This is an optimization exercise on Yosys and OpenROAD, whose aim is small area, a short achievable clock period and few clock cycles, not a production implementation.
Where RTL was checked, it was by simulation tests only, not by an equivalence proof against the original.
Power figures rest on the tool's default switching activity, not on a simulated workload.

==> job 4997: inputs <==
Design CPU, start of the top module:
module CPU(clk,reset,imem_addr,imem_rdata,dmem_addr,dmem_we,dmem_wdata,dmem_rdata);
Settings: LEC_CHECK=0, CAP_MARGIN=30, CORE_MARGIN=2, CORE_UTILIZATION=55, PLACE_DENSITY=0.7, SETUP_SLACK_MARGIN=0.4, SLEW_MARGIN=30, SYNTH_HIERARCHICAL=1; clock period 20.0 ns.
standard.sh (not shown) runs the stock make flow with config.mk's settings and CLKGATE_MAP_FILE= SYNTH_SCRIPT=/design/flow/synth_recipe.tcl, a recipe that flattens the netlist after the stock synthesis.
==> flow/flow/run.sh <==
#!/bin/bash
# Standard synthesis and layout (the standard.sh), with:
#  - repair_timing aimed at a short clock period: the setup margin asks every path for this
#    much slack at the design's period, so the resizer works on the paths that set the
#    period the layout achieves;
#  - sizing free to change a cell's footprint; port buffers start as buf_4;
#  - clock tree synthesis without dummy loads, with larger sink clusters.
# make's full output goes to make_finish.log here; each step's log is under orfs/logs/.
set -euo pipefail
bash standard.sh \
  SETUP_SLACK_MARGIN=14.8 \
  MATCH_CELL_FOOTPRINT=0 \
  BUFFER_PORTS_ARGS="-buffer_cell sky130_fd_sc_hd__buf_4" \
  CTS_ARGS="-sink_clustering_enable -repair_clock_nets -dont_use_dummy_load -sink_clustering_size 25 -sink_clustering_max_diameter 70" \
  finish > make_finish.log 2>&1
==> inputs of job 1575, as changes to job 4997 <==
--- a/flow/design.v
+++ b/flow/design.v
@@ -1620,28 +1620,22 @@
 	input         sub,
 	input  [7:0]  sel,
 	input         left,
 	input         sra,
 	output [31:0] out
 );
-	wire [33:0] sum_x = {1'b0, opa, 1'b1} + {1'b0, opb ^ {32{sub}}, sub};
-	wire [32:0] sum = sum_x[33:1];
+	wire [32:0] sum = {1'b0, opa} + {1'b0, opb ^ {32{sub}}} + {32'd0, sub};
 	wire lt  = (opa[31] ^ opb[31]) ? opa[31] : sum[31];
 	wire ltu = ~sum[32];
 	wire [31:0] sh_in, sh_r, sh_out;
 	genvar g;
 	generate for (g = 0; g < 32; g = g + 1) begin : rev
 		assign sh_in[g]  = left ? opb[31-g] : opb[g];
 		assign sh_out[g] = left ? sh_r[31-g] : sh_r[g];
 	end endgenerate
-	wire fill = sra & opb[31];
-	wire [31:0] s1 = opa[0] ? {fill, sh_in[31:1]} : sh_in;
-	wire [31:0] s2 = opa[1] ? {{2{fill}}, s1[31:2]} : s1;
-	wire [31:0] s3 = opa[2] ? {{4{fill}}, s2[31:4]} : s2;
-	wire [31:0] s4 = opa[3] ? {{8{fill}}, s3[31:8]} : s3;
-	assign sh_r = opa[4] ? {{16{fill}}, s4[31:16]} : s4;
+	assign sh_r = $signed({sra & opb[31], sh_in}) >>> opa[4:0];
 	assign out = ({32{sel[0]}} & sum[31:0]) |
 	             {31'd0, sel[1] & lt} |
 	             {31'd0, sel[2] & ltu} |
 	             ({32{sel[3]}} & (opa & opb)) |
 	             ({32{sel[4]}} & (opa | opb)) |
 	             ({32{sel[5]}} & (opa ^ opb)) |
@@ -1668,51 +1662,30 @@
 	input  [31:0] rt_early,
 	input         rs_e,
 	input         rt_e,
 	input  [1:0]  bt,
 	output        taken
 );
-	wire eq_rr = rs_early == rt_early;
-	wire eq_er = e_out == rt_early;
-	wire eq_re = rs_early == e_out;
-	wire le_r = rs_early[31] | (rs_early == 32'd0);
-	wire le_e = e_out[31] | (e_out == 32'd0);
-	wire eq = rs_e ? (rt_e | eq_er) : (rt_e ? eq_re : eq_rr);
-	wire le = rs_e ? le_e : le_r;
+	wire [31:0] a = rs_e ? e_out : rs_early;
+	wire [31:0] b = rt_e ? e_out : rt_early;
+	wire eq = a == b;
+	wire le = a[31] | (a == 32'd0);
 	assign taken = bt[1] ? (bt[0] ^ le) : (bt[0] ^ eq);
 endmodule
 module RegRead(
-	input  [7:0]        lo,
-	input  [3:0]        hi,
+	input  [4:0]        sel,
 	input  [32*31-1:0]  rf,      
 	input  [31:1]       rfv,
-	output [31:0]       q
+	output reg [31:0]   q
 );
-	wire [32*32-1:0] r = {rf, 32'd0};
-	wire [31:0] v = {rfv, 1'b0};
-	reg [31:0] grp;
-	reg [31:0] acc;
-	integer a, b;
+	integer i;
 	always @(*) begin
-		acc = {23'd0, hi[3] & lo[5] & ~rfv[29], 8'd0};
-		for (a = 0; a < 4; a = a + 1) begin
-			grp = 32'd0;
-			for (b = 0; b < 8; b = b + 1)
-				grp = grp | ({32{lo[b] & v[8*a+b]}} & r[32*(8*a+b) +: 32]);
-			acc = acc | ({32{hi[a]}} & grp);
-		end
+		q = {23'd0, (sel == 5'd29) & ~rfv[29], 8'd0};
+		for (i = 1; i < 32; i = i + 1)
+			q = q | ({32{(sel == i) & rfv[i]}} & rf[32*i-1 -: 32]);
 	end
-	assign q = acc;
-endmodule
-module LMux #(parameter W = 32) (
-	input          s,
-	input  [W-1:0] a,
-	input  [W-1:0] b,
-	output [W-1:0] y
-);
-	assign y = s ? a : b;
 endmodule
 module CPU(clk,reset,imem_addr,imem_rdata,dmem_addr,dmem_we,dmem_wdata,dmem_rdata);
 	input clk,reset;
 	output [31:0] imem_addr;
 	input  [31:0] imem_rdata;
 	output [31:0] dmem_addr;
@@ -1724,14 +1697,12 @@
 	reg [31:0] sk;          
 	reg        skv;
 	reg [31:0] ir;          
 	reg        irv;
 	reg [31:2] ipc4;        
 	reg        jdone;       
-	reg [7:0]  rs_lo, rt_lo;  
-	reg [3:0]  rs_hi, rt_hi;  
 	reg [31:0] opa, opb;    
 	reg [4:0]  e_dst;       
 	reg        e_ld, e_mul;
 	reg        e_sub;       
 	reg [7:0]  e_sel;
 	reg        e_left, e_sra;
@@ -1787,33 +1758,29 @@
 	wire [32*31-1:0] rf_flat;
 	genvar q;
 	generate for (q = 1; q < 32; q = q + 1) begin : rff
 		assign rf_flat[32*q-1 -: 32] = rf[q];
 	end endgenerate
 	wire [31:0] rs_rf, rt_rf;
-	RegRead read_rs(.lo(rs_lo), .hi(rs_hi), .rf(rf_flat), .rfv(rfv), .q(rs_rf));
-	RegRead read_rt(.lo(rt_lo), .hi(rt_hi), .rf(rf_flat), .rfv(rfv), .q(rt_rf));
+	RegRead read_rs(.sel(rs), .rf(rf_flat), .rfv(rfv), .q(rs_rf));
+	RegRead read_rt(.sel(rt), .rf(rf_flat), .rfv(rfv), .q(rt_rf));
 	wire [31:0] m_prod;
 	Add32 cpa(.a(m_s), .b(m_c), .s(m_prod));
-	wire [31:0] m_alu = m_mul ? m_prod : m_res;
-	wire [31:0] m_out;
-	LMux #(32) m_out_mux(.s(m_ld), .a(dmem_rdata), .b(m_alu), .y(m_out));
+	wire [31:0] m_out = m_ld ? dmem_rdata : m_mul ? m_prod : m_res;
 	wire [31:0] e_out;
 	wire rs_e = (rs != 5'd0) & (rs == e_dst);
 	wire rt_e = (rt != 5'd0) & (rt == e_dst);
 	wire rs_m = (rs != 5'd0) & (rs == m_dst);
 	wire rt_m = (rt != 5'd0) & (rt == m_dst);
 	wire e_late = e_ld | e_mul;
 	wire m_late = m_ld | m_mul;
+	wire [31:0] rs_val = rs_e ? e_out : rs_m ? m_out : rs_rf;    
+	wire [31:0] rt_val = rt_e ? e_out : rt_m ? m_out : rt_rf;
 	wire [31:0] rs_early = rs_m ? m_res : rs_rf;                 
 	wire [31:0] rt_early = rt_m ? m_res : rt_rf;
 	wire [31:0] rs_mid = rs_e ? e_out : rs_early;                
-	wire rs_ld = ~rs_e & rs_m & m_ld;
-	wire rt_ld = ~rt_e & rt_m & m_ld;
-	wire [31:0] rs_nold = rs_m ? m_alu : rs_rf;
-	wire [31:0] rt_nold = rt_m ? m_alu : rt_rf;
 	wire stall = irv & ((use_rs & rs_e & (e_late | c_mem)) |
 	                    (use_rt & rt_e & e_late) |
 	                    ((c_mem | c_bj) & rs_m & m_late) |
 	                    (c_br & rt_m & m_late));
 	wire br_taken;
 	BrCmp brcmp(.e_out(e_out), .rs_early(rs_early), .rt_early(rt_early), .rs_e(rs_e), .rt_e(rt_e),
@@ -1827,87 +1794,72 @@
 	MulTree mul_tree(.a(opa), .b(opb), .s(mt_s), .c(mt_c));
 	wire d_free  = ~irv | ~stall;                  
 	wire d_go    = irv & ~stall;                    
 	wire d_gobr  = d_go & c_br;
 	wire d_jump  = d_go & (c_jr | (c_j & ~jdone));  
 	wire [31:2] d_jtgt = c_jr ? rs_mid[31:2] : {ipc4[31:28], ir[25:0]};
-	wire aw_j    = ~(imem_rdata[31] | imem_rdata[30] | imem_rdata[29] | imem_rdata[28]) & imem_rdata[27];
-	wire f2ok    = f2v & d_free & ~skv;              
-	wire f2j     = f2ok & aw_j;
+	wire aw_j    = imem_rdata[31:27] == 5'b00001;
+	wire f2j     = f2v & aw_j & d_free & ~skv;
 	wire hold    = ~d_free & (skv | f2v);
-	wire [31:2] fpc_rest = reset ? 30'd0 : d_jump ? d_jtgt : hold ? fpc : fpc + 30'd1;
-	wire [31:2] fpc_nb, fpc_next;
-	LMux #(30) fpc_j_mux(.s(f2j & ~d_jump), .a({fpc[31:28], imem_rdata[25:0]}), .b(fpc_rest), .y(fpc_nb));
+	wire [31:2] fpc_nb = d_jump ? d_jtgt :
+	                     f2j    ? {fpc[31:28], imem_rdata[25:0]} :
+	                     hold   ? fpc : fpc + 30'd1;
 	wire nb_redir = d_jump | f2j | hold;            
 	wire br_redir = d_gobr & br_taken;
-	LMux #(30) fpc_br_mux(.s(br_redir), .a(br_tgt), .b(fpc_nb), .y(fpc_next));
-	always @(posedge clk) fpc <= fpc_next;
 	always @(posedge clk or posedge reset) begin
 		if (reset) begin
+			fpc <= 30'd0;         
 			f2v <= 1'b0;          
-			skv <= 1'b0;          
+			skv <= 1'b0;
 			irv <= 1'b0;
 		end else begin
+			fpc <= br_redir ? br_tgt : fpc_nb;
 			f2v <= ~(br_redir | nb_redir);
 			if (br_redir | d_jump) begin
 				irv <= 1'b0;
 				skv <= 1'b0;
 			end else if (d_free) begin
 				irv <= skv | f2v;
 				skv <= 1'b0;
 			end else if (f2v & ~skv) begin
 				skv <= 1'b1;
 			end
 		end
 	end
-	wire [31:0] ir_next = skv ? sk : imem_rdata;
 	always @(posedge clk) begin
 		if (d_free) begin
-			ir    <= ir_next;
+			ir    <= skv ? sk : imem_rdata;
 			ipc4  <= fpc;
 			jdone <= f2j;
-			rs_lo <= 8'd1 << ir_next[23:21];
-			rs_hi <= 4'd1 << ir_next[25:24];
-			rt_lo <= 8'd1 << ir_next[18:16];
-			rt_hi <= 4'd1 << ir_next[20:19];
 		end
 		if (~d_free & ~skv) sk <= imem_rdata;
 	end
-	wire a_const = c_link | c_shift | c_lui;
-	wire b_const = c_link | c_imm;
-	wire [31:0] a_fix = c_link ? {ipc4, 2'b00} : c_shift ? {27'd0, ir[10:6]} : 32'd0;
-	wire [31:0] b_fix = c_link ? 32'd0 : c_lui ? {imm, 16'd0} :
-	                    (op[2:0] == 3'h4) ? {16'd0, imm} : {{16{imm[15]}}, imm};
-	wire [31:0] opa_e, opa_next, opb_e, opb_next, dwdata_e, dwdata_next;
-	assign opa_e = (~a_const & rs_e) ? e_out : a_const ? a_fix : rs_nold;
-	LMux #(32) opa_l_mux(.s(~a_const & rs_ld), .a(dmem_rdata), .b(opa_e), .y(opa_next));
-	assign opb_e = (~b_const & rt_e) ? e_out : b_const ? b_fix : rt_nold;
-	LMux #(32) opb_l_mux(.s(~b_const & rt_ld), .a(dmem_rdata), .b(opb_e), .y(opb_next));
-	assign dwdata_e = rt_e ? e_out : rt_nold;
-	LMux #(32) dwd_l_mux(.s(rt_ld), .a(dmem_rdata), .b(dwdata_e), .y(dwdata_next));
 	always @(posedge clk or posedge reset) begin
 		if (reset) begin
 			e_dst <= 5'd0;
 			e_ld  <= 1'b0;
 			e_mul <= 1'b0;
+			dwe   <= 1'b0;
 		end else begin
 			e_dst <= d_go ? dst : 5'd0;
 			e_ld  <= d_go & c_lw;
 			e_mul <= d_go & c_mul;
+			dwe   <= d_go & c_sw;
 		end
 	end
-	always @(posedge clk) dwe <= ~reset & d_go & c_sw;
 	always @(posedge clk) begin
 		e_sub  <= d_sub;
 		e_sel  <= {d_shl, d_nor, d_xor, d_or, d_and, d_sltu, d_slt, d_sum};
 		e_left <= ~fn[1];
 		e_sra  <= fn[0];
-		opa    <= opa_next;
-		opb    <= opb_next;
+		opa    <= c_link ? {ipc4, 2'b00} : c_shift ? {27'd0, ir[10:6]} : c_lui ? 32'd0 : rs_val;
+		opb    <= c_link ? 32'd0 :
+		          c_imm ? (c_lui ? {imm, 16'd0} : (op[2:0] == 3'h4) ? {16'd0, imm} : {{16{imm[15]}}, imm}) :
+		          rt_val;
 		daddr  <= agu_sum;
-		dwdata <= dwdata_next;
+		dwdata <= rt_val;
 	end
 	always @(posedge clk or posedge reset) begin
 		if (reset) begin
 			m_dst <= 5'd0;
 			m_ld  <= 1'b0;
 			m_mul <= 1'b0;
==> flow/flow/run.sh (replaced) <==
#!/bin/bash
# Standard synthesis and layout (the standard.sh), with:
#  - repair_timing aimed at a short clock period: the setup margin asks every path for this
#    much slack at the design's period, so the resizer works on the paths that set the
#    period the layout achieves;
#  - sizing free to change a cell's footprint;
#  - clock tree synthesis without dummy loads.
# make's full output goes to make_finish.log here; each step's log is under orfs/logs/.
set -euo pipefail
bash standard.sh \
  SETUP_SLACK_MARGIN=14.5 \
  MATCH_CELL_FOOTPRINT=0 \
  CTS_ARGS="-sink_clustering_enable -repair_clock_nets -dont_use_dummy_load" \
  finish > make_finish.log 2>&1
- CORE_UTILIZATION: 55 -> 40
- PLACE_DENSITY: 0.7 -> default
==> results list <==
* Slew HR: 26.0%
* Synth Cell Area: 88,000 um^2
- Footprint of the multi-input gates: approximately 47,000 um^2
- The run finished with no timing, DRC or antenna violations.
* Areal power density over the cells: ~140 nW/um^2
* Mux cell area share after synthesis: between 4 and 5%
- Critical Path End: fpc[30]
- Once layout is complete, the utilization of the core stands at 46.8%.
- Overall power after layout: 0.0138 W
- Worst r2r dst: fpc[30]
- The first routing iteration left 15,700 violations.
- The initial antenna violation count came to 46.
- Multi-input gates: 5,449
* Number of buffers inserted during clock tree synthesis: 152
Source of the figures above: job 1575

==> results list <==
- In this run the tightest slew margin relative to its limit is 15.9%.
- 5,263 cells are multi-input combinational gates.
- Footprint of the multi-input gates: 45,900 um^2
- Buffers inserted during clock tree synthesis total 98.
- Initial DRC count: 13,200
- Worst r2r dst: fpc[9]
- Kind of critical path: register to register
- The most critical setup path has its endpoint at fpc[9].
- Final Cycle Share: between 20 and 30%
- Final core utilization: between 60% and 70%
* Mux cell area share after synthesis: about 7.3%
- For this run, the post-layout net count is 8,418.
* Overall power after layout: 0.0121 W
- The flow ran to the end and the layout has no timing, DRC or antenna violations.
- Areal power density over the cells: 124 nW/um^2
- OpenSTA, run right after detailed placement, puts the worst setup slack at 13.13 ns.
- Synth Cell Area: 89,400 um^2
* Dpl cells: about 9,700
Source of the figures above: job 4997

Testbench counts of job 4997, summed over its fixed seeds: cycles 109,020.
For job 1575, only the layout was checked, not whether the RTL still works.

* * *

==> quartz: inputs <==
CPU, a different RTL version from the one above (not shown whole).
==> flow/config.mk <==
export PLATFORM = sky130hd
export DESIGN_NAME = CPU
export DESIGN_NICKNAME = CPU
export VERILOG_FILES = /design/flow/design.v
export SDC_FILE = /design/flow/constraint.sdc
export NUM_CORES = 8
export LEC_CHECK = 0
export CAP_MARGIN = 30
export CORE_MARGIN = 2
export CORE_UTILIZATION = 55
export PLACE_DENSITY = 0.7
export SETUP_SLACK_MARGIN = 0.4
export SLEW_MARGIN = 30
export SYNTH_HIERARCHICAL = 1
==> flow/constraint.sdc <==
create_clock -name core_clock -period 20.0 [get_ports {clk}]
set_input_delay 4.0000 -clock core_clock [delete_from_list [all_inputs] [get_ports {clk}]]
set_output_delay 4.0000 -clock core_clock [all_outputs]
set_load 0.01 [all_outputs]
==> flow/flow/run.sh <==
#!/bin/bash
# Standard synthesis and layout (the standard.sh), with:
#  - repair_timing aimed at a short clock period: the setup margin asks every path for this
#    much slack at the design's period, so the resizer works on the paths that set the
#    period the layout achieves;
#  - sizing free to change a cell's footprint; port buffers start as buf_4;
#  - clock tree synthesis without dummy loads, with larger sink clusters.
# make's full output goes to make_finish.log here; each step's log is under orfs/logs/.
set -euo pipefail
bash standard.sh \
  SETUP_SLACK_MARGIN=14.8 \
  MATCH_CELL_FOOTPRINT=0 \
  BUFFER_PORTS_ARGS="-buffer_cell sky130_fd_sc_hd__buf_4" \
  CTS_ARGS="-sink_clustering_enable -repair_clock_nets -dont_use_dummy_load -sink_clustering_size 25 -sink_clustering_max_diameter 70" \
  finish > make_finish.log 2>&1
==> ember: changes against quartz <==
--- a/flow/design.v
+++ b/flow/design.v
@@ -1619,71 +1619,66 @@
 	input  [31:0] opb,
 	input         sub,
 	input  [7:0]  sel,
 	input         left,
 	input         sra,
-	output [31:0] out,
-	output [31:0] sum_out       
+	output [31:0] out
 );
-	wire [33:0] sum_x = {1'b0, opa, 1'b1} + {1'b0, opb ^ {32{sub}}, sub};
-	wire [32:0] sum = sum_x[33:1];
+	wire [32:0] sum = {1'b0, opa} + {1'b0, opb ^ {32{sub}}} + {32'd0, sub};
 	wire lt  = (opa[31] ^ opb[31]) ? opa[31] : sum[31];
 	wire ltu = ~sum[32];
-	wire [4:0] sa = opa[9:5];
-	wire [31:0] r1 = opa[0] ? {opb[0], opb[31:1]} : opb;
-	wire [31:0] r2 = opa[1] ? {r1[1:0], r1[31:2]} : r1;
-	wire [31:0] r3 = opa[2] ? {r2[3:0], r2[31:4]} : r2;
-	wire [31:0] r4 = opa[3] ? {r3[7:0], r3[31:8]} : r3;
-	wire [31:0] rot = opa[4] ? {r4[15:0], r4[31:16]} : r4;
-	wire fill = sra & opb[31];
-	wire [31:0] keep;
+	wire [31:0] sh_in, sh_r, sh_out;
 	genvar g;
-	generate for (g = 0; g < 32; g = g + 1) begin : th
-		assign keep[g] = left ? (sa <= g) : (sa <= 31 - g);
+	generate for (g = 0; g < 32; g = g + 1) begin : rev
+		assign sh_in[g]  = left ? opb[31-g] : opb[g];
+		assign sh_out[g] = left ? sh_r[31-g] : sh_r[g];
 	end endgenerate
-	wire [31:0] sh_out = (rot & keep) | ({32{fill}} & ~keep);
-	assign sum_out = sum[31:0];
+	wire fill = sra & opb[31];
+	wire [31:0] s1 = opa[0] ? {fill, sh_in[31:1]} : sh_in;
+	wire [31:0] s2 = opa[1] ? {{2{fill}}, s1[31:2]} : s1;
+	wire [31:0] s3 = opa[2] ? {{4{fill}}, s2[31:4]} : s2;
+	wire [31:0] s4 = opa[3] ? {{8{fill}}, s3[31:8]} : s3;
+	assign sh_r = opa[4] ? {{16{fill}}, s4[31:16]} : s4;
 	assign out = ({32{sel[0]}} & sum[31:0]) |
 	             {31'd0, sel[1] & lt} |
 	             {31'd0, sel[2] & ltu} |
 	             ({32{sel[3]}} & (opa & opb)) |
 	             ({32{sel[4]}} & (opa | opb)) |
 	             ({32{sel[5]}} & (opa ^ opb)) |
 	             ({32{sel[6]}} & ~(opa | opb)) |
 	             ({32{sel[7]}} & sh_out);
 endmodule
+module Add32(
+	input  [31:0] a,
+	input  [31:0] b,
+	output [31:0] s
+);
+	assign s = a + b;
+endmodule
 module AddImm #(parameter W = 32) (
 	input  [W-1:0]  a,
 	input  [15:0]   imm,
 	output [W-1:0]  s
 );
 	assign s = a + {{(W-16){imm[15]}}, imm};
 endmodule
 module BrCmp(
-	input  [31:0] e_sum,
-	input  [31:0] m_res,
-	input  [31:0] rs_rf,
-	input  [31:0] rt_rf,
+	input  [31:0] e_out,
+	input  [31:0] rs_early,
+	input  [31:0] rt_early,
 	input         rs_e,
 	input         rt_e,
-	input         rs_m,
-	input         rt_m,
 	input  [1:0]  bt,
 	output        taken
 );
-	wire rs_b = rs_e | rs_m;                         
-	wire rt_b = rt_e | rt_m;
-	wire [31:0] rs_x = rs_e ? e_sum : m_res;         
-	wire [31:0] rt_y = rt_e ? e_sum : m_res;
-	wire eq_ff = rs_rf == rt_rf;
-	wire eq_bf = rs_x == rt_rf;
-	wire eq_fb = rs_rf == rt_y;
-	wire eq_bb = (rs_e == rt_e) | (e_sum == m_res);  
-	wire eq = rs_b ? (rt_b ? eq_bb : eq_bf) : (rt_b ? eq_fb : eq_ff);
-	wire le_f = rs_rf[31] | (rs_rf == 32'd0);
-	wire le_b = rs_x[31] | (rs_x == 32'd0);
-	wire le = rs_b ? le_b : le_f;
+	wire eq_rr = rs_early == rt_early;
+	wire eq_er = e_out == rt_early;
+	wire eq_re = rs_early == e_out;
+	wire le_r = rs_early[31] | (rs_early == 32'd0);
+	wire le_e = e_out[31] | (e_out == 32'd0);
+	wire eq = rs_e ? (rt_e | eq_er) : (rt_e ? eq_re : eq_rr);
+	wire le = rs_e ? le_e : le_r;
 	assign taken = bt[1] ? (bt[0] ^ le) : (bt[0] ^ eq);
 endmodule
 module RegRead(
 	input  [7:0]        lo,
 	input  [3:0]        hi,
@@ -1794,11 +1789,12 @@
 		assign rf_flat[32*q-1 -: 32] = rf[q];
 	end endgenerate
 	wire [31:0] rs_rf, rt_rf;
 	RegRead read_rs(.lo(rs_lo), .hi(rs_hi), .rf(rf_flat), .rfv(rfv), .q(rs_rf));
 	RegRead read_rt(.lo(rt_lo), .hi(rt_hi), .rf(rf_flat), .rfv(rfv), .q(rt_rf));
-	wire [31:0] m_prod = m_s + m_c;
+	wire [31:0] m_prod;
+	Add32 cpa(.a(m_s), .b(m_c), .s(m_prod));
 	wire [31:0] m_alu = m_mul ? m_prod : m_res;
 	wire [31:0] m_out;
 	LMux #(32) m_out_mux(.s(m_ld), .a(dmem_rdata), .b(m_alu), .y(m_out));
 	wire [31:0] e_out;
 	wire rs_e = (rs != 5'd0) & (rs == e_dst);
@@ -1813,47 +1809,45 @@
 	wire rs_ld = ~rs_e & rs_m & m_ld;
 	wire rt_ld = ~rt_e & rt_m & m_ld;
 	wire [31:0] rs_nold = rs_m ? m_alu : rs_rf;
 	wire [31:0] rt_nold = rt_m ? m_alu : rt_rf;
 	wire stall = irv & ((use_rs & rs_e & (e_late | c_mem)) |
-	                    (c_br & (rs_e | rt_e) & ~e_sel[0]) |
 	                    (use_rt & rt_e & e_late) |
 	                    ((c_mem | c_bj) & rs_m & m_late) |
 	                    (c_br & rt_m & m_late));
 	wire br_taken;
-	BrCmp brcmp(.e_sum(e_sum), .m_res(m_res), .rs_rf(rs_rf), .rt_rf(rt_rf), .rs_e(rs_e), .rt_e(rt_e),
-	            .rs_m(rs_m), .rt_m(rt_m), .bt(op[1:0]), .taken(br_taken));
-	wire [31:2] br_tgt = ipc4 + {{14{imm[15]}}, imm};
+	BrCmp brcmp(.e_out(e_out), .rs_early(rs_early), .rt_early(rt_early), .rs_e(rs_e), .rt_e(rt_e),
+	            .bt(op[1:0]), .taken(br_taken));
+	wire [31:2] br_tgt;
+	AddImm #(30) btgt(.a(ipc4), .imm(imm), .s(br_tgt));
 	wire [31:0] agu_sum;
 	AddImm #(32) agu(.a(rs_early), .imm(imm), .s(agu_sum));
-	wire [31:0] e_sum;
-	ALU alu(.opa(opa), .opb(opb), .sub(e_sub), .sel(e_sel), .left(e_left), .sra(e_sra), .out(e_out),
-	        .sum_out(e_sum));
+	ALU alu(.opa(opa), .opb(opb), .sub(e_sub), .sel(e_sel), .left(e_left), .sra(e_sra), .out(e_out));
 	wire [31:0] mt_s, mt_c;
 	MulTree mul_tree(.a(opa), .b(opb), .s(mt_s), .c(mt_c));
 	wire d_free  = ~irv | ~stall;                  
 	wire d_go    = irv & ~stall;                    
 	wire d_gobr  = d_go & c_br;
 	wire d_jump  = d_go & (c_jr | (c_j & ~jdone));  
 	wire [31:2] d_jtgt = c_jr ? rs_mid[31:2] : {ipc4[31:28], ir[25:0]};
-	wire aw_j    = ~(imem_rdata[31] | imem_rdata[30] | imem_rdata[29] | imem_rdata[28]) & imem_rdata[27];
-	wire f2ok    = f2v & d_free & ~skv;              
-	wire f2j     = f2ok & aw_j;
+	wire aw_j    = imem_rdata[31:27] == 5'b00001;
+	wire f2j     = f2v & aw_j & d_free & ~skv;
 	wire hold    = ~d_free & (skv | f2v);
-	wire [31:2] fpc_rest = reset ? 30'd0 : d_jump ? d_jtgt : hold ? fpc : fpc + 30'd1;
+	wire [31:2] fpc_rest = d_jump ? d_jtgt : hold ? fpc : fpc + 30'd1;
 	wire [31:2] fpc_nb, fpc_next;
 	LMux #(30) fpc_j_mux(.s(f2j & ~d_jump), .a({fpc[31:28], imem_rdata[25:0]}), .b(fpc_rest), .y(fpc_nb));
 	wire nb_redir = d_jump | f2j | hold;            
 	wire br_redir = d_gobr & br_taken;
 	LMux #(30) fpc_br_mux(.s(br_redir), .a(br_tgt), .b(fpc_nb), .y(fpc_next));
-	always @(posedge clk) fpc <= fpc_next;
 	always @(posedge clk or posedge reset) begin
 		if (reset) begin
+			fpc <= 30'd0;         
 			f2v <= 1'b0;          
-			skv <= 1'b0;          
+			skv <= 1'b0;
 			irv <= 1'b0;
 		end else begin
+			fpc <= fpc_next;
 			f2v <= ~(br_redir | nb_redir);
 			if (br_redir | d_jump) begin
 				irv <= 1'b0;
 				skv <= 1'b0;
 			end else if (d_free) begin
@@ -1863,50 +1857,47 @@
 				skv <= 1'b1;
 			end
 		end
 	end
 	wire [31:0] ir_next = skv ? sk : imem_rdata;
-	wire [9:0] sel_src = d_free ? {ir_next[25:21], ir_next[20:16]} : {ir[25:21], ir[20:16]};
-	always @(posedge clk) begin
-		rs_lo <= 8'd1 << sel_src[7:5];
-		rs_hi <= 4'd1 << sel_src[9:8];
-		rt_lo <= 8'd1 << sel_src[2:0];
-		rt_hi <= 4'd1 << sel_src[4:3];
-	end
 	always @(posedge clk) begin
 		if (d_free) begin
 			ir    <= ir_next;
 			ipc4  <= fpc;
 			jdone <= f2j;
+			rs_lo <= 8'd1 << ir_next[23:21];
+			rs_hi <= 4'd1 << ir_next[25:24];
+			rt_lo <= 8'd1 << ir_next[18:16];
+			rt_hi <= 4'd1 << ir_next[20:19];
 		end
 		if (~d_free & ~skv) sk <= imem_rdata;
 	end
 	wire a_const = c_link | c_shift | c_lui;
 	wire b_const = c_link | c_imm;
-	wire [4:0] rot_amt = fn[1] ? ir[10:6] : 5'd0 - ir[10:6];
-	wire [31:0] a_fix = c_link ? {ipc4, 2'b00} : c_shift ? {22'd0, ir[10:6], rot_amt} : 32'd0;
+	wire [31:0] a_fix = c_link ? {ipc4, 2'b00} : c_shift ? {27'd0, ir[10:6]} : 32'd0;
 	wire [31:0] b_fix = c_link ? 32'd0 : c_lui ? {imm, 16'd0} :
 	                    (op[2:0] == 3'h4) ? {16'd0, imm} : {{16{imm[15]}}, imm};
 	wire [31:0] opa_e, opa_next, opb_e, opb_next, dwdata_e, dwdata_next;
-	assign opa_e = (~a_const & rs_e) ? e_out : a_const ? a_fix : rs_nold;
+	LMux #(32) opa_e_mux(.s(~a_const & rs_e), .a(e_out), .b(a_const ? a_fix : rs_nold), .y(opa_e));
 	LMux #(32) opa_l_mux(.s(~a_const & rs_ld), .a(dmem_rdata), .b(opa_e), .y(opa_next));
-	assign opb_e = (~b_const & rt_e) ? e_out : b_const ? b_fix : rt_nold;
+	LMux #(32) opb_e_mux(.s(~b_const & rt_e), .a(e_out), .b(b_const ? b_fix : rt_nold), .y(opb_e));
 	LMux #(32) opb_l_mux(.s(~b_const & rt_ld), .a(dmem_rdata), .b(opb_e), .y(opb_next));
-	assign dwdata_e = rt_e ? e_out : rt_nold;
+	LMux #(32) dwd_e_mux(.s(rt_e), .a(e_out), .b(rt_nold), .y(dwdata_e));
 	LMux #(32) dwd_l_mux(.s(rt_ld), .a(dmem_rdata), .b(dwdata_e), .y(dwdata_next));
 	always @(posedge clk or posedge reset) begin
 		if (reset) begin
 			e_dst <= 5'd0;
 			e_ld  <= 1'b0;
 			e_mul <= 1'b0;
+			dwe   <= 1'b0;
 		end else begin
 			e_dst <= d_go ? dst : 5'd0;
 			e_ld  <= d_go & c_lw;
 			e_mul <= d_go & c_mul;
+			dwe   <= d_go & c_sw;
 		end
 	end
-	always @(posedge clk) dwe <= ~reset & d_go & c_sw;
 	always @(posedge clk) begin
 		e_sub  <= d_sub;
 		e_sel  <= {d_shl, d_nor, d_xor, d_or, d_and, d_sltu, d_slt, d_sum};
 		e_left <= ~fn[1];
 		e_sra  <= fn[0];
==> flow/flow/run.sh (replaced) <==
#!/bin/bash
# Standard synthesis and layout (the standard.sh), with:
#  - repair_timing aimed at a short clock period: the setup margin asks every path for this
#    much slack at the design's period, so the resizer works on the paths that set the
#    period the layout achieves;
#  - sizing free to change a cell's footprint;
#  - clock tree synthesis without dummy loads, with larger sink clusters.
# make's full output goes to make_finish.log here; each step's log is under orfs/logs/.
set -euo pipefail
bash standard.sh \
  SETUP_SLACK_MARGIN=14.8 \
  MATCH_CELL_FOOTPRINT=0 \
  CTS_ARGS="-sink_clustering_enable -repair_clock_nets -dont_use_dummy_load -sink_clustering_size 25 -sink_clustering_max_diameter 70" \
  finish > make_finish.log 2>&1
==> harbor: changes against quartz <==
--- a/flow/design.v
+++ b/flow/design.v
@@ -1658,32 +1658,24 @@
 );
 	assign s = a + {{(W-16){imm[15]}}, imm};
 endmodule
 module BrCmp(
 	input  [31:0] e_sum,
-	input  [31:0] m_res,
-	input  [31:0] rs_rf,
-	input  [31:0] rt_rf,
+	input  [31:0] rs_early,
+	input  [31:0] rt_early,
 	input         rs_e,
 	input         rt_e,
-	input         rs_m,
-	input         rt_m,
 	input  [1:0]  bt,
 	output        taken
 );
-	wire rs_b = rs_e | rs_m;                         
-	wire rt_b = rt_e | rt_m;
-	wire [31:0] rs_x = rs_e ? e_sum : m_res;         
-	wire [31:0] rt_y = rt_e ? e_sum : m_res;
-	wire eq_ff = rs_rf == rt_rf;
-	wire eq_bf = rs_x == rt_rf;
-	wire eq_fb = rs_rf == rt_y;
-	wire eq_bb = (rs_e == rt_e) | (e_sum == m_res);  
-	wire eq = rs_b ? (rt_b ? eq_bb : eq_bf) : (rt_b ? eq_fb : eq_ff);
-	wire le_f = rs_rf[31] | (rs_rf == 32'd0);
-	wire le_b = rs_x[31] | (rs_x == 32'd0);
-	wire le = rs_b ? le_b : le_f;
+	wire [31:0] k = rs_e ? rt_early : rs_early;      
+	wire eq_rr = rs_early == rt_early;
+	wire eq_e  = e_sum == k;
+	wire le_r = rs_early[31] | (rs_early == 32'd0);
+	wire le_e = e_sum[31] | (e_sum == 32'd0);
+	wire eq = (rs_e | rt_e) ? ((rs_e & rt_e) | eq_e) : eq_rr;
+	wire le = rs_e ? le_e : le_r;
 	assign taken = bt[1] ? (bt[0] ^ le) : (bt[0] ^ eq);
 endmodule
 module RegRead(
 	input  [7:0]        lo,
 	input  [3:0]        hi,
@@ -1818,12 +1810,12 @@
 	                    (c_br & (rs_e | rt_e) & ~e_sel[0]) |
 	                    (use_rt & rt_e & e_late) |
 	                    ((c_mem | c_bj) & rs_m & m_late) |
 	                    (c_br & rt_m & m_late));
 	wire br_taken;
-	BrCmp brcmp(.e_sum(e_sum), .m_res(m_res), .rs_rf(rs_rf), .rt_rf(rt_rf), .rs_e(rs_e), .rt_e(rt_e),
-	            .rs_m(rs_m), .rt_m(rt_m), .bt(op[1:0]), .taken(br_taken));
+	BrCmp brcmp(.e_sum(e_sum), .rs_early(rs_early), .rt_early(rt_early), .rs_e(rs_e), .rt_e(rt_e),
+	            .bt(op[1:0]), .taken(br_taken));
 	wire [31:2] br_tgt = ipc4 + {{14{imm[15]}}, imm};
 	wire [31:0] agu_sum;
 	AddImm #(32) agu(.a(rs_early), .imm(imm), .s(agu_sum));
 	wire [31:0] e_sum;
 	ALU alu(.opa(opa), .opb(opb), .sub(e_sub), .sel(e_sel), .left(e_left), .sra(e_sra), .out(e_out),
@@ -1863,22 +1855,19 @@
 				skv <= 1'b1;
 			end
 		end
 	end
 	wire [31:0] ir_next = skv ? sk : imem_rdata;
-	wire [9:0] sel_src = d_free ? {ir_next[25:21], ir_next[20:16]} : {ir[25:21], ir[20:16]};
-	always @(posedge clk) begin
-		rs_lo <= 8'd1 << sel_src[7:5];
-		rs_hi <= 4'd1 << sel_src[9:8];
-		rt_lo <= 8'd1 << sel_src[2:0];
-		rt_hi <= 4'd1 << sel_src[4:3];
-	end
 	always @(posedge clk) begin
 		if (d_free) begin
 			ir    <= ir_next;
 			ipc4  <= fpc;
 			jdone <= f2j;
+			rs_lo <= 8'd1 << ir_next[23:21];
+			rs_hi <= 4'd1 << ir_next[25:24];
+			rt_lo <= 8'd1 << ir_next[18:16];
+			rt_hi <= 4'd1 << ir_next[20:19];
 		end
 		if (~d_free & ~skv) sk <= imem_rdata;
 	end
 	wire a_const = c_link | c_shift | c_lui;
 	wire b_const = c_link | c_imm;
==> impl_metrics.prom <==
# TYPE chip_impl_metric gauge
chip_impl_info{name="run_status",value="timing/DRC/antenna clean"} 1
chip_impl_info{name="timing.critical_path.max_delay_family",value="simple AND/OR/NAND/NOR gates"} 1
chip_impl_metric{name="fp.dieW",unit="µm"} 408
chip_impl_metric{name="clock_net_power",unit="mW"} 1.85
chip_impl_metric{name="dieHeight",unit="µm"} 408
chip_impl_metric{name="worst-r2r-setup-slack",unit="ns"} 14.55
chip_impl_info{name="min_delay_worst_endpoint",value="m_ld"} 1
chip_impl_metric{name="synthesis.area_per_instance",unit="µm²"} 11.3
chip_impl_info{name="post_synth_main_area_contributors",value="edfxtp_1 36%, fa_1 9.1%, a22oi_1 7.9%"} 1
chip_impl_metric{name="final.setup_skew",unit="ns"} 0.106
chip_impl_metric{name="post-place-cells",unit=""} 9889
chip_impl_metric{name="portion_of_the_post_synthesis_area_used_by_sequential_elements",unit=""} 0.441
(the above is from quartz)
==> impl_metrics.prom <==
# TYPE chip_impl_metric gauge
chip_impl_info{name="run_status",value="timing/DRC/antenna clean"} 1
chip_impl_info{name="min_delay_worst_endpoint",value="m_mul"} 1
chip_impl_info{name="post_synth_main_area_contributors",value="edfxtp_1 37%, fa_1 9.1%, a22oi_1 7.6%"} 1
chip_impl_metric{name="final.setup_skew",unit="ns"} 0.133
chip_impl_metric{name="worst-r2r-setup-slack",unit="ns"} 14.26
chip_impl_info{name="cpMostUsedCell",value="nand2_1"} 1
chip_impl_metric{name="clock_net_power",unit="mW"} 1.82
chip_impl_info{name="largestClassByArea",value="multi-input gates"} 1
chip_impl_metric{name="pwr-share-comb",unit=""} 0.499
chip_impl_metric{name="portion_of_the_post_synthesis_area_used_by_sequential_elements",unit=""} 0.443
chip_impl_metric{name="fp.dieW",unit="µm"} 409
chip_impl_metric{name="grt_start_max_net_pins",unit=""} 64
chip_impl_metric{name="post-place-cells",unit=""} 9692
chip_impl_metric{name="dieHeight",unit="µm"} 409
chip_impl_metric{name="synthesis.area_per_instance",unit="µm²"} 11.6
chip_impl_metric{name="fmax",unit="GHz"} 0.174
(the above is from ember)
==> impl_metrics.prom <==
# TYPE chip_impl_metric gauge
chip_impl_info{name="post_synth_main_area_contributors",value="edfxtp_1 38%, fa_1 9.2%, a22oi_1 8.0%"} 1
chip_impl_metric{name="worst-r2r-setup-slack",unit="ns"} 14.67
chip_impl_metric{name="synthesis.area_per_instance",unit="µm²"} 11.3
chip_impl_metric{name="power_sequential",unit="mW"} 4.36
chip_impl_metric{name="final.fill_count",unit=""} 12895
chip_impl_metric{name="fp.dieW",unit="µm"} 406
chip_impl_metric{name="portion_of_the_post_synthesis_area_used_by_sequential_elements",unit=""} 0.449
chip_impl_metric{name="post-place-cells",unit=""} 9736
chip_impl_metric{name="overflow",unit=""} 0
chip_impl_metric{name="groute.layer.met3.usage",unit=""} 0.163
chip_impl_metric{name="clock_net_power",unit="mW"} 1.86
chip_impl_info{name="timing.critical_path.max_delay_family",value="adder cells"} 1
chip_impl_info{name="run_status",value="timing/DRC/antenna clean"} 1
chip_impl_info{name="min_delay_worst_endpoint",value="m_mul"} 1
chip_impl_metric{name="async_flop_share",unit=""} 0.0337
chip_impl_metric{name="final.setup_skew",unit="ns"} 0.141
(the above is from harbor)
Testbench counts of quartz, summed over its fixed seeds: cycles 109,373.
Testbench counts of ember, summed over its fixed seeds: cycles 109,020.
Testbench counts of harbor, summed over its fixed seeds: cycles 109,373.

separate check: timing with driven ports:
The results above use ideal ports. As a check the final layouts listed here were re-extracted and re-timed, cells and wires unchanged. Step 1 assumes that a clkbuf_16 drives the clock port and a buf_2 every other input. Step 2 adds t to the input delays and takes it off the output delays; t is the mean of the earliest and latest rising clock arrival at the registers after step 1. Input paths then give back, and output paths get back, about the clock's delay inside the block. Slacks: no drivers / after step 1 / after step 2; pairs: no drivers / after step 1.
run | t, ns | setup WS [ns] | worst register clock-pin slew, ns | cell pins on the clock port's net
job 4997 | 0.858 | 14.527 / 14.527 / 14.062 | 0.10 / 0.10 | 1
job 1575 | 0.945 | 13.785 / 13.785 / 13.360 | 0.07 / 0.07 | 1
quartz | 0.864 | 14.551 / 14.551 / 14.049 | 0.10 / 0.10 | 1
ember | 0.793 | 14.263 / 14.263 / 13.801 | 0.10 / 0.10 | 1
harbor | 0.860 | 14.668 / 14.657 / 14.173 | 0.10 / 0.10 | 1
After both steps every run listed still meets setup and hold. For quartz, which loses most, drivers alone change the setup slack by 0.000 ns; drivers and shift together by -0.502 ns.
